What follows belongs to an exercise in optimizing a design on an open flow for a short achievable clock period and few clock cycles; a production flow would make more cautious choices. In this exercise RTL edits were held to simulation tests only and were not proved equivalent to the original. Power figures rest on the tool's default switching activity, not on a simulated workload.

===== design/flow/config.mk =====
export PLATFORM = sky130hd
export DESIGN_NAME = rv32i_mc
export DESIGN_NICKNAME = rv32i_mc
export VERILOG_FILES = /design/flow/design.v
export SDC_FILE = /design/flow/constraint.sdc
export NUM_CORES = 4
export LEC_CHECK = 0
export CAP_MARGIN = 20
export CORE_MARGIN = 2
export CORE_UTILIZATION = 40
export SLEW_MARGIN = 20

===== design/flow/constraint.sdc =====
create_clock -name core_clock -period 11.0 [get_ports {clk}]
set_input_delay 2.2000 -clock core_clock [delete_from_list [all_inputs] [get_ports {clk}]]
set_output_delay 2.2000 -clock core_clock [all_outputs]
set_load 0.01 [all_outputs]

===== design/flow/design.v =====
module mux2(
    input      [31:0] d0, d1,
    input              sel,
    output [31:0] op
);
assign op=sel?d1:d0;
endmodule
module mux4(
    input     [31:0] d0, d1, d2,d3,
    input      [1:0]  sel,
    output reg [31:0] op
);
    always @(*) begin
        case (sel)
            2'b00: op = d0;
            2'b01: op = d1;
            2'b10: op = d2;
            2'b11: op = d3; 
            default: op = 32'h00000000;  
        endcase
    end
	 endmodule
module ff(
    input clk, reset,
    input [31:0] d,
    output reg [31:0] q
);
    always @(posedge clk) begin
        if (reset == 1)
            q <= 0;
        else
            q <= d;
    end
endmodule
module ff_en(
        input clk,en,reset,
        input [31:0] d,
        output reg [31:0] q
    );
    always @(posedge clk) begin
        if (reset)
            q <= 0;
        else if (en) 
            q <= d;
        else 
            q <= q;    
    end
endmodule
module Extend(
    input [31:7] instr,
    input [2:0]ImmSrc,
    output reg  [31:0]immext
);
    always@(*)
    begin
        case(ImmSrc)
        3'b000:   immext = {{20{instr[31]}}, instr[31:20]};
        3'b001:   immext = {{20{instr[31]}}, instr[31:25], instr[11:7]};
        3'b010:   immext = {{20{instr[31]}}, instr[7], instr[30:25], instr[11:8], 1'b0};
        3'b011:   immext = {{12{instr[31]}}, instr[19:12], instr[20], instr[30:21], 1'b0};
        3'b100: immext = {instr[31:12], 12'b0};
        default: immext = 32'bx;  
        endcase
    end
endmodule
module alu(
    input [31:0] SrcA,
    input [31:0] SrcB,
    input [3:0]  ALUControl,  
    output reg [31:0] ALUResult,
    output Zero,
    output Negative,
    output Carry,
    output Overflow
);
    reg carry_temp;   
    always @(*) begin
        carry_temp = 1'b0;
        case (ALUControl)
            4'b0000: begin   
                {carry_temp, ALUResult} = SrcA + SrcB;
            end
            4'b0001: begin   
                {carry_temp, ALUResult} = SrcA + {1'b0, ~SrcB} + 33'd1;
            end
            4'b0010: begin   
                ALUResult = SrcA & SrcB;
                carry_temp = 1'b0;
            end
            4'b0011: begin   
                ALUResult = SrcA | SrcB;
                carry_temp = 1'b0;
            end
            4'b0100: begin   
                ALUResult = SrcA ^ SrcB;
                carry_temp = 1'b0;
            end
            4'b0101: begin   
                {carry_temp, ALUResult} = SrcA + {1'b0, ~SrcB} + 33'd1;   
                if ((SrcA[31] ^ SrcB[31]) == 1'b1) 
                    ALUResult = SrcA[31] ? 32'b1 : 32'b0;   
                else 
                    ALUResult = ALUResult[31] ? 32'b1 : 32'b0;   
            end
            4'b0110: begin   
                if (SrcA < SrcB) 
                    ALUResult = 32'b1;   
                else 
                    ALUResult = 32'b0;   
                carry_temp = 1'b0;
            end
            4'b0111: begin   
                ALUResult = SrcA >> SrcB[4:0];   
                carry_temp = SrcA[0];   
            end
            4'b1000: begin   
                ALUResult = $signed(SrcA) >>> SrcB[4:0];   
                carry_temp = SrcA[0];                     
            end
            4'b1001: begin   
                ALUResult = SrcA << SrcB[4:0];   
                carry_temp = SrcA[31];   
            end
            default: begin
                ALUResult = 32'b0;
                carry_temp = 1'b0;
            end
        endcase
    end
    assign Zero = (ALUResult == 32'b0);
    assign Negative = ALUResult[31];
    assign Carry = carry_temp;
    assign Overflow = (ALUControl == 4'b0000) ? 
                    ((SrcA[31] == SrcB[31]) && (SrcA[31] != ALUResult[31])) :   
                    (ALUControl == 4'b0001) ? 
                    ((SrcA[31] != SrcB[31]) && (SrcA[31] != ALUResult[31])) :   
                    1'b0; 
endmodule
module alu_decoder (
    input            opb5,        
    input [2:0]      funct3,      
    input            funct7b5,    
    input [1:0]      ALUOp,       
    output reg [3:0] ALUControl   
);
always @(*) begin
    case (ALUOp)
        2'b00: begin  
            ALUControl = 4'b0000;  
        end
        2'b01: begin  
            ALUControl = 4'b0001;  
        end
        default: begin  
            case (funct3)
                3'b000: begin  
                    if (funct7b5 & opb5) begin
                        ALUControl = 4'b0001;  
                    end else begin
                        ALUControl = 4'b0000;  
                    end
                end
                3'b001: begin  
                        ALUControl = 4'b1001;  
                end
                3'b010: begin  
                    ALUControl = 4'b0101;  
                end
                3'b011: begin  
                    ALUControl = 4'b0110;  
                end
                3'b100: begin  
                    ALUControl = 4'b0100;  
                end
                3'b101: begin  
                    case ({opb5, funct7b5})
                        2'b00: ALUControl = 4'b0111;  
                        2'b01: ALUControl = 4'b1000;  
                        2'b10: ALUControl = 4'b0111;  
                        2'b11: ALUControl = 4'b1000;  
                        default: ALUControl = 4'bxxxx;  
                    endcase
                end
                3'b110: begin  
                    ALUControl = 4'b0011;  
                end
                3'b111: begin  
                    ALUControl = 4'b0010;  
                end
                default: begin  
                    ALUControl = 4'bxxxx;  
                end
            endcase
        end
    endcase
end
endmodule
module Main_FSM (
    input        clk,
    input        reset,
    input [6:0]  op,
    output reg        MemWrite,
    output reg        RegWrite,
    output reg        IRWrite,
    output reg        AdrSrc,
    output reg        PCUpdate,
    output reg [1:0]  ResultSrc,
    output reg [1:0]  ALUSrcA,
    output reg [1:0]  ALUSrcB,
    output reg        Branch,
    output reg [1:0]  ALUOp,
    output reg [2:0]  ImmSrc    
);
parameter [3:0] 
    S0_fetch     = 4'b0000,
    S1_decode    = 4'b0001,
    S2_MemAdr    = 4'b0010,
    S3_MemRead   = 4'b0011,
    S4_MemWB     = 4'b0100,
    S5_MemWrite  = 4'b0101,
    S6_ExecuteR  = 4'b0110,
    S7_ALUWB     = 4'b0111,
    S8_ExecuteI  = 4'b1000,
    S9_JAL       = 4'b1001,
    S10_BRANCH   = 4'b1010,
    S11_LUI      = 4'b1011,  
    S12_AUIPC    = 4'b1100;  
reg [3:0] present_state, next_state;
always @(*) begin
    case (present_state)
        S0_fetch: begin
            IRWrite    = 1'b1;
            AdrSrc     = 1'b0;
            PCUpdate   = 1'b1;
            ResultSrc  = 2'b10;
            ALUSrcA    = 2'b00;
            ALUSrcB    = 2'b10;
            ALUOp      = 2'b00;
            MemWrite   = 1'b0;
            RegWrite   = 1'b0;
            Branch     = 1'b0;
            ImmSrc     = 3'b010;          
        end
        S1_decode: begin
            ALUSrcA    = 2'b01;
            ALUSrcB    = 2'b01;
            ALUOp      = 2'b00;
            MemWrite   = 1'b0;
            RegWrite   = 1'b0;
            IRWrite    = 1'b0;
            AdrSrc     = 1'b0;
            PCUpdate   = 1'b0;
            Branch     = 1'b0;
            case(op)
                7'b0000011 : ImmSrc = 3'b000;     
                7'b1100011 : ImmSrc = 3'b010;     
                7'b1101111 : ImmSrc = 3'b011;     
                7'b0110111 : ImmSrc = 3'b100;     
                7'b0010111 : ImmSrc = 3'b100;     
                default : ImmSrc = 3'b000;
            endcase
            ResultSrc  = 2'b00;
        end
        S2_MemAdr: begin
            ALUSrcA    = 2'b10;
            ALUSrcB    = 2'b01;
            case(op)
                7'b0000011 : ImmSrc = 3'b000;     
                7'b0100011 : ImmSrc = 3'b001;     
                7'b1100111 : ImmSrc = 3'b000;
                default : ImmSrc = 3'b000;
            endcase
            ALUOp      = 2'b00;
            MemWrite   = 1'b0;
            RegWrite   = 1'b0;
            IRWrite    = 1'b0;
            AdrSrc     = 1'b0;
            PCUpdate   = 1'b0;
            Branch     = 1'b0;
            ResultSrc  = 2'b00;
        end
        S3_MemRead: begin
            AdrSrc     = 1'b1;
            ResultSrc  = 2'b00;
            MemWrite   = 1'b0;
            RegWrite   = 1'b0;
            IRWrite    = 1'b0;
            PCUpdate   = 1'b0;
            ALUOp      = 2'b00;
            ALUSrcA    = 2'b10;
            Branch     = 1'b0;
            ImmSrc     = 3'b000;
            ALUSrcB    = 2'b01;
        end
        S4_MemWB: begin
            ResultSrc  = 2'b01;
            RegWrite   = 1'b1;
            MemWrite   = 1'b0;
            IRWrite    = 1'b0;
            AdrSrc     = 1'b0;
            PCUpdate   = 1'b0;
            ALUOp      = 2'b00;
            ALUSrcA    = 2'b10;
            Branch     = 1'b0;
            ImmSrc     = 3'b000;
            ALUSrcB    = 2'b01;
        end
        S5_MemWrite: begin
            ResultSrc  = 2'b00;
            AdrSrc     = 1'b1;
            MemWrite   = 1'b1;
            RegWrite   = 1'b0;
            IRWrite    = 1'b0;
            PCUpdate   = 1'b0;
            ALUOp      = 2'b00;
            ALUSrcA    = 2'b00;
            Branch     = 1'b0;
            ImmSrc     = 3'b001;
            ALUSrcB    = 2'b00;
        end
        S6_ExecuteR: begin
            ALUSrcA    = 2'b10;
            ALUSrcB    = 2'b00;
            ALUOp      = 2'b10;
            MemWrite   = 1'b0;
            RegWrite   = 1'b0;
            IRWrite    = 1'b0;
            AdrSrc     = 1'b0;
            PCUpdate   = 1'b0;
            Branch     = 1'b0;
            ImmSrc     = 3'b000;
            ResultSrc  = 2'b00;
        end
        S7_ALUWB: begin
            ResultSrc  = 2'b00;
            RegWrite   = 1'b1;
            MemWrite   = 1'b0;
            IRWrite    = 1'b0;
            AdrSrc     = 1'b0;
            PCUpdate   = 1'b0;
            ALUOp      = 2'b00;
            ALUSrcA    = 2'b00;
            Branch     = 1'b0;
            ImmSrc     = 3'b000;
            ALUSrcB    = 2'b00;
        end
        S8_ExecuteI: begin
            ALUSrcA    = 2'b10;
            ALUSrcB    = 2'b01;
            ALUOp      = 2'b10;
            MemWrite   = 1'b0;
            RegWrite   = 1'b0;
            IRWrite    = 1'b0;
            AdrSrc     = 1'b0;
            PCUpdate   = 1'b0;
            Branch     = 1'b0;
            ImmSrc     = 3'b000;
            ResultSrc  = 2'b00;
        end
        S9_JAL: begin
            ALUSrcA    = 2'b01;
            ALUSrcB    = 2'b10;
            ALUOp      = 2'b00;
            ResultSrc  = 2'b00;
            PCUpdate   = 1'b1;
            MemWrite   = 1'b0;
            RegWrite   = 1'b0;
            IRWrite    = 1'b0;
            AdrSrc     = 1'b0;
            Branch     = 1'b0;
            ImmSrc     = 3'b011;
        end
        S10_BRANCH: begin
            ALUSrcA    = 2'b10;
            ALUSrcB    = 2'b00;
            ALUOp      = 2'b01;
            Branch     = 1'b1;
            ResultSrc  = 2'b00;
            MemWrite   = 1'b0;
            RegWrite   = 1'b0;
            IRWrite    = 1'b0;
            AdrSrc     = 1'b0;
            PCUpdate   = 1'b0;
            ImmSrc     = 3'b010;
        end
    S11_LUI: begin
        ALUSrcA    = 2'b11;     
        ALUSrcB    = 2'b01;     
        ALUOp      = 2'b00;     
        MemWrite   = 1'b0;      
        RegWrite   = 1'b1;      
        IRWrite    = 1'b0;      
        AdrSrc     = 1'b0;      
        PCUpdate   = 1'b0;      
        ResultSrc  = 2'b00;     
        Branch     = 1'b0;      
        ImmSrc     = 3'b100;    
    end
    S12_AUIPC: begin
        ALUSrcA=2'b01;
        ALUSrcB=2'b01;  
        ALUOp=2'b00;  
        MemWrite=1'b0;  
        RegWrite=1'b1;  
        IRWrite=1'b0;  
        AdrSrc=1'b0;  
        PCUpdate=1'b0;  
        ResultSrc=2'b00;  
        Branch=1'b0;  
        ImmSrc=3'b100;  
    end
        default: begin
            MemWrite   = 1'b0;
            RegWrite   = 1'b0;
            IRWrite    = 1'b0;
            AdrSrc     = 1'b0;
            PCUpdate   = 1'b0;
            ResultSrc  = 2'b00;
            ALUSrcA    = 2'b00;
            ALUSrcB    = 2'b00;
            ImmSrc     = 3'b000;
            Branch     = 1'b0;
            ALUOp      = 2'b00;
        end
    endcase
end
always @(*) begin
    case (present_state)
        S0_fetch: 
            next_state = S1_decode;
        S1_decode: begin
            case (op)
                7'b0000011, 7'b0100011, 7'b1100111: next_state = S2_MemAdr;     
                7'b0110011: next_state = S6_ExecuteR;   
                7'b1100011: next_state = S10_BRANCH;       
                7'b0010011: next_state = S8_ExecuteI;   
                7'b1101111: next_state = S9_JAL;        
                7'b0110111: next_state = S11_LUI;  
                7'b0010111: next_state = S12_AUIPC;  
                default:    next_state = S1_decode;     
            endcase
        end
        S2_MemAdr: begin
            case (op)
                7'b0000011: next_state = S3_MemRead;    
                7'b0100011: next_state = S5_MemWrite;   
                7'b1100111: next_state = S9_JAL;  
                default:    next_state = S1_decode;     
            endcase
        end
        S3_MemRead:    next_state = S4_MemWB;
        S4_MemWB:      next_state = S0_fetch;
        S5_MemWrite:   next_state = S0_fetch;
        S6_ExecuteR:   next_state = S7_ALUWB;
        S7_ALUWB:      next_state = S0_fetch;
        S8_ExecuteI:   next_state = S7_ALUWB;
        S9_JAL:        next_state = S7_ALUWB;
        S10_BRANCH:    next_state = S0_fetch;
        S11_LUI:       next_state = S7_ALUWB;  
        S12_AUIPC:     next_state = S7_ALUWB;  
        default:       next_state = S0_fetch;    
    endcase
end
always @(posedge clk) begin
    if (reset) begin
        present_state <= S0_fetch;   
    end else begin
        present_state <= next_state;
    end
end
endmodule
module Controller(
    input  [6:0] op,
    input        Zero, clk, reset,
    input        Negative, Carry, Overflow,
    input  [2:0] funct3,
    input        funct7b5,
    output       MemWrite, RegWrite, IRWrite, AdrSrc, PCUpdate,
    output [1:0] ResultSrc, ALUSrcA, ALUSrcB,  
    output [3:0] ALUControl,
    output [2:0] ImmSrc,
    output reg   PCWrite
);
wire [1:0] ALUOp ;
Main_FSM Control_signals_gen(
   .op(op),
   .clk(clk),
   .reset(reset),
   .MemWrite(MemWrite),
   .RegWrite(RegWrite),
   .IRWrite(IRWrite),
   .AdrSrc(AdrSrc),
   .PCUpdate(PCUpdate),
   .ResultSrc(ResultSrc),
   .ALUSrcA(ALUSrcA),
   .ALUSrcB(ALUSrcB),
   .Branch(Branch),
   .ALUOp(ALUOp),
   .ImmSrc(ImmSrc)
);
always @(*) begin
    case(funct3)
        3'b000: PCWrite = (Zero && Branch) || PCUpdate;                      
        3'b001: PCWrite = (!Zero && Branch) || PCUpdate;                     
        3'b100: PCWrite = ((Negative ^ Overflow) && Branch) || PCUpdate;     
        3'b101: PCWrite = (!(Negative ^ Overflow) && Branch) || PCUpdate;    
        3'b110: PCWrite = (!Carry && Branch) || PCUpdate;                    
        3'b111: PCWrite = (Carry && Branch) || PCUpdate;                     
        default: PCWrite = PCUpdate;
    endcase
end
alu_decoder alu_decoder(
   .opb5(op[5]),
   .funct3(funct3),
   .funct7b5(funct7b5),
   .ALUOp(ALUOp),
   .ALUControl(ALUControl)
);
endmodule
module Register(
    input clk,WE3,
    input [4:0] A1,A2,A3,
    input [31:0] WD3,
    output [31:0] RD1,RD2
);
reg [31:0] reg_arr [0:31];
always@(posedge clk)
begin 
    if(WE3)
    reg_arr[A3]<=WD3;
end
assign RD1 = ( A1 != 0 ) ? reg_arr[A1] : 0;
assign RD2 = ( A2 != 0 ) ? reg_arr[A2] : 0;
endmodule
module Datapath (
    input         clk, reset,
    input         RegWrite, IRWrite, AdrSrc, PCWrite,
    input  [1:0]  ResultSrc, ALUSrcA, ALUSrcB, 
    input  [2:0]  ImmSrc,
    input  [3:0]  ALUControl,
    input  [31:0] Mem_RdData,
    output [31:0] PC,
    output        Zero,
    output        Negative,
    output        Carry,
    output        Overflow,
    output        func7b5,
    output [2:0]  func3,
    output [6:0]  op,
    output [31:0] Mem_WrAddr, Mem_WrData, Result
);
wire [31:0] OldPC, Adr;
wire [31:0] InstrReg, Data;  
wire [31:0] RD1, RD2, A, WriteData;
wire [31:0] ImmExt;
wire [31:0] SrcA, SrcB;
wire [31:0] ALUResult, ALUOut;
ff_en pcreg       (.clk(clk), .en(PCWrite), .reset(reset), .d(Result), .q(PC));
ff_en pcnextreg   (.clk(clk), .en(IRWrite), .reset(reset), .d(PC),     .q(OldPC));
mux2 pc_mux       (.d0(PC), .d1(Result), .sel(AdrSrc), .op(Adr));
ff_en instreg     (.clk(clk), .en(IRWrite), .reset(reset), .d(Mem_RdData), .q(InstrReg));
ff    readData    (.clk(clk), .reset(reset), .d(Mem_RdData), .q(Data));
Register regfile (
    .clk(clk), .WE3(RegWrite),
    .A1(InstrReg[19:15]), .A2(InstrReg[24:20]), .A3(InstrReg[11:7]),
    .WD3(Result), .RD1(RD1), .RD2(RD2)
);
Extend ext (
    .instr(InstrReg[31:7]), .ImmSrc(ImmSrc), .immext(ImmExt)
);
ff regfile_A            (.clk(clk), .reset(reset), .d(RD1),      .q(A));
ff regfile_Write_data   (.clk(clk), .reset(reset), .d(RD2),      .q(WriteData));
mux4 ALUSrcA_mux_3      (.d0(PC), .d1(OldPC), .d2(A),         .d3(32'b0), .sel(ALUSrcA), .op(SrcA)); 
mux4 ALUSrcB_mux        (.d0(WriteData), .d1(ImmExt), .d2(32'd4), .d3(32'b11), .sel(ALUSrcB), .op(SrcB));
alu ALU (
    .SrcA(SrcA), .SrcB(SrcB),
    .ALUControl(ALUControl),
    .Zero(Zero), .Negative(Negative),
    .Carry(Carry), .Overflow(Overflow), 
    .ALUResult(ALUResult)
);
ff alu_result           (.clk(clk), .reset(reset), .d(ALUResult), .q(ALUOut));
mux4 ResultSrc_mux      (.d0(ALUOut), .d1(Data), .d2(ALUResult), .d3(32'b0),
                        .sel(ResultSrc), .op(Result));
assign Mem_WrAddr = Adr;
assign Mem_WrData = WriteData;
assign func7b5 = InstrReg[30];
assign func3 = InstrReg[14:12];
assign op = InstrReg[6:0];
endmodule
module CPU_rv32i (
    input         clk, reset,
    input  [31:0] Mem_RdData,
    output [31:0] Result,
    output [31:0] PC,
    output        MemWrite,
    output [31:0] Mem_WrAddr, Mem_WrData
);
wire MW, Zero;
wire Negative, Carry;
wire Overflow;
wire RegWrite, IRWrite, AdrSrc, PCWrite, func7b5;
wire [1:0] ResultSrc, ALUSrcA, ALUSrcB;
wire [2:0] ImmSrc, func3;
wire [3:0] ALUControl;
wire [6:0] op;
Controller Control_unit (
    .op(op),
    .funct3(func3),
    .funct7b5(func7b5),
    .Zero(Zero),
    .Negative(Negative),
    .Carry(Carry), 
    .Overflow(Overflow), 
    .clk(clk),
    .reset(reset),
    .MemWrite(MW),
    .RegWrite(RegWrite),
    .IRWrite(IRWrite),
    .AdrSrc(AdrSrc),
    .PCWrite(PCWrite),
    .ResultSrc(ResultSrc),
    .ALUSrcA(ALUSrcA),
    .ALUSrcB(ALUSrcB),
    .ALUControl(ALUControl),
    .ImmSrc(ImmSrc)
);
Datapath datapath (
    .clk(clk),
    .reset(reset),
    .RegWrite(RegWrite),
    .IRWrite(IRWrite),
    .AdrSrc(AdrSrc),
    .PCWrite(PCWrite),
    .ResultSrc(ResultSrc),
    .ALUSrcA(ALUSrcA),
    .ALUSrcB(ALUSrcB),
    .ImmSrc(ImmSrc),
    .ALUControl(ALUControl),
    .Mem_RdData(Mem_RdData),
    .PC(PC),
    .Zero(Zero),
    .Negative(Negative),
    .Carry(Carry), 
    .Overflow(Overflow), 
    .func7b5(func7b5),
    .func3(func3),
    .op(op),
    .Mem_WrAddr(Mem_WrAddr),
    .Mem_WrData(Mem_WrData),
    .Result(Result)
);
assign MemWrite = MW;
endmodule
module rv32i_mc (
    input         clk,
    input         reset,        
    input  [31:0] mem_rdata,    
    output [31:0] mem_addr,     
    output [31:0] mem_wdata,    
    output        mem_we        
);
    wire [31:0] Result_unused, PC_unused;
    CPU_rv32i core (
        .clk(clk),
        .reset(reset),
        .Mem_RdData(mem_rdata),
        .Result(Result_unused),
        .PC(PC_unused),
        .MemWrite(mem_we),
        .Mem_WrAddr(mem_addr),
        .Mem_WrData(mem_wdata)
    );
endmodule

===== design/flow/run.sh =====
#!/bin/bash
# synth_recipe.tcl (not shown) runs the flow's synth.tcl, then flattens the netlist and writes it again
# the make line also repeats each setting of config.mk as NAME=value (left out here)
make -C /OpenROAD-flow-scripts/flow DESIGN_CONFIG=/design/flow/config.mk WORK_HOME=/design/flow/orfs CLKGATE_MAP_FILE= SYNTH_SCRIPT=/design/flow/synth_recipe.tcl finish

==> impl_metrics.csv <==
group,metric,value,unit
floorplan,dieArea,168000,µm²
timing,final-hold-violation-count,0,
routing,drt_pass1_iterations,8,
routing,postRouteAntennaNets,0,
timing,finalCritPeriodShare,97.8,%
floorplan,die_w,410,µm
logic_synthesis,synth_cells,4796,
setup_path,end_kind,"output pin",
clock_tree,cts_hold_buf,0,
floorplan,initial_utilization,40.4,%
pwr,irDropWorstVdd,0.180,mV
floorplan,fp.coreArea,163000,µm²
floorplan,die_h,410,µm
grt,grt_max_degree,104,
timing,fin_crit,10760,ps
timing,maxSlewHeadroom,16.0,%
timing,fin_ws,245,ps
setup_path,cp_data_arrival_time,8560,ps
setup_path,slowest_delay,590,ps
routing,via_per_inst,6.71,
grt,grt_pass1_wl,378,mm
timing,drv_slew,0,
placement,io_buffers,98,
logic_synthesis,seq_area_frac_synth,53.6,%
setup_path,crit_slowest_cell,"fa_1",
layout,final_nets,5011,
clock_tree,post-cts-setup-buffer-count,0,
routing,drc,0,
logic_synthesis,async_flop_share,0,%
grt,grt_pass1_vias,47100,
logic_synthesis,ys_warn_count,10,
placement,gp_congestion,1.11,
pwr,p_total,12.0,mW
placement,dp_slack,1090,ps
grt,globalRouteOverflowTotal,0,
timing,finalSetupViolations,0,
clock_tree,cts_root_buf,"clkbuf_16",
logic_synthesis,synth_area_per_cell,13.7,µm²
floorplan,pin_count,99,
placement,dp_hpwl,179,mm
clock_tree,clkLatencyLatePin,820,ps
logic_synthesis,yosys.cell_count.top_type,"edfxtp_1",
setup_path,crit_path_start_kind,"register",
timing,clock.fmax,93.0,MHz
layout,fillerInstances,14300,
logic_synthesis,synth_common_cells,"edfxtp_1, mux4_2, nand2_1",
logic_synthesis,synth_edf_count,1024,
clock_tree,cts_max_level,4,
clock_tree,cts_buffers,138,
logic_synthesis,yosysTopAreaCell,"edfxtp_1",
pwr,pwr_density_cell,160,nW/µm²
logic_synthesis,yosys_register_bits,1252,
setup_path,criticalPathCategory,"reg2out",
setup_path,critPathRequiredTime,8800,ps
clock_tree,clkSlewWorstSetupHoldPaths,70,ps
routing,vias,48100,
logic_synthesis,syn_area,65900,µm²
layout,drive_above_1_share,24.4,%
logic_synthesis,ys.flop_type,"edfxtp_1",
setup_path,crit_top_cell,"buf_4",
run_status,status,"finished clean",
setup_path,crit_path_max_fanout,35,
timing,worst_pin_slew,1250,ps
clock_tree,cts_tree,"built",
grt,antenna_found_initial,14,
layout,syn_to_final_growth,13.9,%
routing,drt-total-wl,274,mm
logic_synthesis,synth.net_count,4931,
grt,grtUsageTotal,32.2,%
clock_tree,ctsResizeCount,0,
clock_tree,cts_max_path_buffers,3,
timing,fin_worst_skew,81.1,ps
logic_synthesis,synth_cell_type_count,119,
timing,fin_setup_tns,0,ps
floorplan,core.rowCount,148,
logic_synthesis,synth_area_leaders,"edfxtp_1, mux4_2, dfxtp_1, mux2i_1, a21oi_1",
min_path,min_path_type,"reg2reg",
routing,drt_iter0_drc,6144,
routing,wl_per_cell,38.3,µm
pwr,p_leak,24.3,nW
flow_run,maxCapViolCount,0,
clock_tree,cts_num_sinks,1252,
logic_synthesis,synth_top_area_share,46.6,%
==> cells in the final DEF (no fill, tap or decap), types with 22 or more instances in the layout <==
cell type,n
mux2_2,76
o21ai_0,143
a21o_1,43
o22ai_1,84
o21ai_2,27
nor2_1,245
nor2_4,34
a211o_1,22
edfxtp_1,1024
a22o_1,39
nor3_1,41
a211oi_1,65
nand3_1,40
a22oi_1,68
nand2b_1,23
a21oi_1,273
nor2b_1,43
clkbuf_1,40
clkinv_2,31
buf_4,232
mux2i_1,195
nand2_1,326
inv_1,137
a221oi_1,56
mux4_2,517
clkdlybuf4s50_1,97
dfxtp_1,216
a31oi_1,40
xnor2_1,23
ha_1,99
clkbuf_16,138
o211ai_1,48
o221ai_1,43
==> registers in the layout, indices dropped and copies added, names as in the netlist <==
register and flops:
core.datapath.regfile.reg_arr 1024, core.datapath.alu_result.q 32, core.datapath.instreg.q 32, core.datapath.pcnextreg.q 32
core.datapath.pcreg.q 32, core.datapath.readData.q 32, core.datapath.regfile_A.q 32, core.datapath.regfile_Write_data.q 32
core.Control_unit.Control_signals_gen.present_state 4
==> power breakdown <==
part | internal [mW] | total (mW) | switching (mW)
Clock | 2.70 | 4.72 | 2.02
Sequential | 5.29 | 5.42 | 0.126
Combinational | 0.644 | 1.88 | 1.24
Total | 8.64 | 12.0 | 3.38
==> path summary, 6_finish.rpt <==
check | from | slack (ps) | depth (start not counted) | to
worst max-delay path | register | 240 | 32 | mem_addr[0]
worst min-delay path | core.datapath.pcreg.q[19] | 400 | 2 | core.datapath.pcnextreg.q[19]
worst max register to register | register | 1680 | 31 | core.datapath.pcreg.q[16]
worst min register to register | core.datapath.pcreg.q[19] | 400 | 2 | core.datapath.pcnextreg.q[19]
==> metrics by stage <==
stage | utilization, % | area [µm²] | hold WS (ps) | instances
after floorplan | - | 65900 | 432 | 4796
final | 46.0 | 75100 | 404 | 7169
after global placement | 43.1 | 70400 | 438 | 6910
after CTS | 46.0 | 75000 | 423 | 7165
after detailed placement | 43.1 | 70400 | 443 | 6911
after global routing | 46.0 | 75100 | 444 | 7165
==> cell families after synthesis <==
group                      Yosys count  share of synthesized area, %
DFF                               1252                          53.6
adders and majority gates          101                          1.94
AOI/OAI and AO/OA                 1188                          12.5
and+or+nand+nor                    891                          6.19
buffers and inverters              541                          3.37
muxes                              792                          22.0
xor gates and xnor gates            31                         0.423
==> critical path: cells and delay by family, from the launching register on <==
family                   cells  cell delay, ps
flip-flops                   1             410
multiplexers                 1             310
AO/OA/AOI/OAI               14            2550
buffers and inverters        6            1640
AND/OR/NAND/NOR              9            1970
adder cells (fa/ha/maj)      2             850
==> layout make-up <==
cell class | instances | area, µm² | share of cell area, %
timing repair buffer | 337 | 2850 | 3.79
tap | 2175 | 2720 | 3.62
multi-input combinational | 3003 | 29000 | 38.6
antenna | 4 | 10.0 | 0.0133
inverter | 144 | 542 | 0.721
sequential | 1252 | 35400 | 47.1
clock inverter | 66 | 912 | 1.21
clock buffer | 188 | 3740 | 4.98
==> routing by layer <==
metal / up-vias / wire length (µm) / part of all wire, % / GRT usage [%]
li1: 19400 / - / - / -
met1: 25000 / 104000 / 38 / 41.9
met2: 2977 / 123000 / 45 / 49.0
met3: 738 / 28000 / 10 / 7.44
met4: 14 / 19500 / 7.1 / 20.0
met5: - / 88 / 0.032 / 0
Testbench counts, summed over its fixed seeds: cycles 145,946.

==> what the ideal ports hide <==
How much do the figures lean on ideal ports? The routed layout below was timed once more, with nothing changed but the port constraints.
Step 1: set_driving_cell puts a clkbuf_16 on clk and a buf_2 on each other input, an assumption about the parent block.
Step 2 moves the port delays by t, midway between the first and last clock arrival at a register: inputs arrive t later, outputs are due t later. That takes back most of the time a late clock gives input paths.
Slacks: no drivers / after step 1 / after step 2; pairs: no drivers / after step 1.
shift t [ns]: 0.865
setup WS [ns]: 0.245 / 0.158 / 1.024
clock arrival spread, ns: 0.081 / 0.081
slew at the worst register clock pin (ns): 0.08 / 0.08
worst slew at a driven data input, ns: 0.07
After both steps this run still meets setup and hold. The setup slack of this run moves by -0.087 ns with the drivers and by +0.779 ns with both steps.
